Source: an optimization exercise on an open RTL-to-GDS flow (aim: small area). Production flows keep margins and buffers that such runs may drop.
Function was checked by simulation only, so behaviour that the tests miss may differ from the original.

// k580vm80a
module k580vm80a
(
   input         pin_clk,        
   input         pin_f1,         
   input         pin_f2,         
   input         pin_reset,      
   output [15:0] pin_a,          
   output  [7:0] pin_dout,       
   input   [7:0] pin_din,        
   output        pin_aena,       
   output        pin_dena,       
   input         pin_hold,      
   output        pin_hlda,      
   input         pin_ready,     
   output        pin_wait,      
   input         pin_int,       
   output        pin_inte,      
   output        pin_sync,      
   output        pin_dbin,      
   output        pin_wr_n
);
Size in the first run: ~47 I/O pins.
clock: 8.0 ns
lec_check: 0
abc_area: 1
cap_margin: 10
core_margin: 2
core_utilization: 62
cts_buf_list: sky130_fd_sc_hd__clkbuf_8
cts_cluster_diameter: 60
cts_cluster_size: 16
gpl_timing_driven: 1
slew_margin: 10
standard.sh (not shown) runs the stock make flow with config.mk's settings and CLKGATE_MAP_FILE= SYNTH_SCRIPT=/design/flow/synth_recipe.tcl, a recipe that flattens the netlist after the stock synthesis.
==> flow/flow/run.sh <==
#!/bin/bash
# The standard layout (standard.sh), with these changes:
#  - synthesis maps the logic with an area-oriented ABC script (flow/abc_area.script,
#    used in place of ORFS's abc_area.script; ABC does not touch the registers),
#    and leaves adders to ABC instead of extracting full/half-adder cells first;
#  - port buffers use the smallest buffer cell;
#  - clock tree synthesis inserts no dummy loads.
# The make output is in ./logs_flow/standard.log, each step's log under orfs/logs.
set -euo pipefail
here=$PWD
mkdir -p "$here/logs_flow"
rm -rf "$here/scripts_area"
cp -r "$FLOW_HOME/scripts" "$here/scripts_area"
cp "$here/flow/abc_area.script" "$here/scripts_area/abc_area.script"
bash "$here/standard.sh" SCRIPTS_DIR="$here/scripts_area" ADDER_MAP_FILE= \
     BUFFER_PORTS_ARGS="-buffer_cell sky130_fd_sc_hd__buf_1" \
     CTS_ARGS="-sink_clustering_enable -repair_clock_nets -sink_clustering_size 16 -sink_clustering_max_diameter 60 -buf_list sky130_fd_sc_hd__clkbuf_8 -dont_use_dummy_load" \
     finish > "$here/logs_flow/standard.log" 2>&1
==> flow/flow/abc_area.script <==
strash
balance
rewrite
refactor
balance
rewrite
rewrite -z
balance
refactor -z
rewrite -z
balance
dch -f
amap -F 4 -A 8
strash
balance
rewrite
refactor
balance
rewrite
rewrite -z
balance
refactor -z
rewrite -z
balance
dch -f
amap -F 4 -A 8
strash
balance
rewrite
refactor
balance
rewrite
rewrite -z
balance
refactor -z
rewrite -z
balance
dch -f
amap -F 4 -A 8
strash
balance
rewrite
refactor
balance
rewrite
rewrite -z
balance
refactor -z
rewrite -z
balance
dch -f
amap -F 4 -A 8
strash
balance
rewrite
refactor
balance
rewrite
rewrite -z
balance
refactor -z
rewrite -z
balance
dch -f
amap -F 4 -A 8
topo
Then changed:
--- a/flow/flow/run.sh
+++ b/flow/flow/run.sh
@@ -16,3 +16,3 @@
      BUFFER_PORTS_ARGS="-buffer_cell sky130_fd_sc_hd__buf_1" \
-     CTS_ARGS="-sink_clustering_enable -repair_clock_nets -sink_clustering_size 16 -sink_clustering_max_diameter 60 -buf_list sky130_fd_sc_hd__clkbuf_8 -dont_use_dummy_load" \
+     CTS_ARGS="-sink_clustering_enable -repair_clock_nets -sink_clustering_size 14 -sink_clustering_max_diameter 50 -buf_list sky130_fd_sc_hd__clkbuf_8 -dont_use_dummy_load" \
      finish > "$here/logs_flow/standard.log" 2>&1
- CORE_UTILIZATION: 62 -> 55
- CTS_CLUSTER_DIAMETER: 60 -> 50
- CTS_CLUSTER_SIZE: 16 -> 14
Effect: The new run finished with timing, DRC and antenna clean; routed wire length falls by 2.3%; maximum frequency rises by 1.2%; final area stays flat; flip-flop and latch count is unchanged; core utilization falls by 6.9 points; synthesized area is unchanged; register-to-register slack improves by 0.09 ns; die area rises by 12%; global-route usage falls by 4.2 points; clock-buffer cell count is unchanged.
Then changed:
--- a/flow/flow/run.sh
+++ b/flow/flow/run.sh
@@ -16,3 +16,3 @@
      BUFFER_PORTS_ARGS="-buffer_cell sky130_fd_sc_hd__buf_1" \
-     CTS_ARGS="-sink_clustering_enable -repair_clock_nets -sink_clustering_size 14 -sink_clustering_max_diameter 50 -buf_list sky130_fd_sc_hd__clkbuf_8 -dont_use_dummy_load" \
+     CTS_ARGS="-sink_clustering_enable -repair_clock_nets -sink_clustering_size 16 -sink_clustering_max_diameter 60 -buf_list sky130_fd_sc_hd__clkbuf_8 -dont_use_dummy_load" \
      finish > "$here/logs_flow/standard.log" 2>&1
- CAP_MARGIN: 10 -> 0
- CTS_CLUSTER_DIAMETER: 50 -> 60
- CTS_CLUSTER_SIZE: 14 -> 16
- SLEW_MARGIN: 10 -> 0
Result:
- wire length stays the same
- die area stays the same
- cell area stays the same

## what the ideal ports hide
How much do the figures lean on ideal ports? The routed layouts below were timed once more, with nothing changed but the port constraints. Step 1 (the two cells are an assumption about what drives the block):
set clk [get_ports {pin_clk}]
set_driving_cell -lib_cell sky130_fd_sc_hd__clkbuf_16 $clk
set_driving_cell -lib_cell sky130_fd_sc_hd__buf_2 [delete_from_list [all_inputs] $clk]
Step 2 adds t to the input delays and takes it off the output delays; t is the mean of the earliest and latest rising clock arrival at the registers after step 1. Input paths then give back, and output paths get back, about the clock's delay inside the block. Slacks: no drivers / after step 1 / after step 2; pairs: no drivers / after step 1.
run	t (ns)	setup WS [ns]	worst setup path at the end	pins driven straight from the clock port
the first run	0.516	0.495 / 0.495 / 0.495	register to register	1
the second run	0.504	0.584 / 0.584 / 0.584	register to register	1
the third run	0.504	0.584 / 0.584 / 0.584	register to register	1
After both steps every run listed still meets setup and hold.
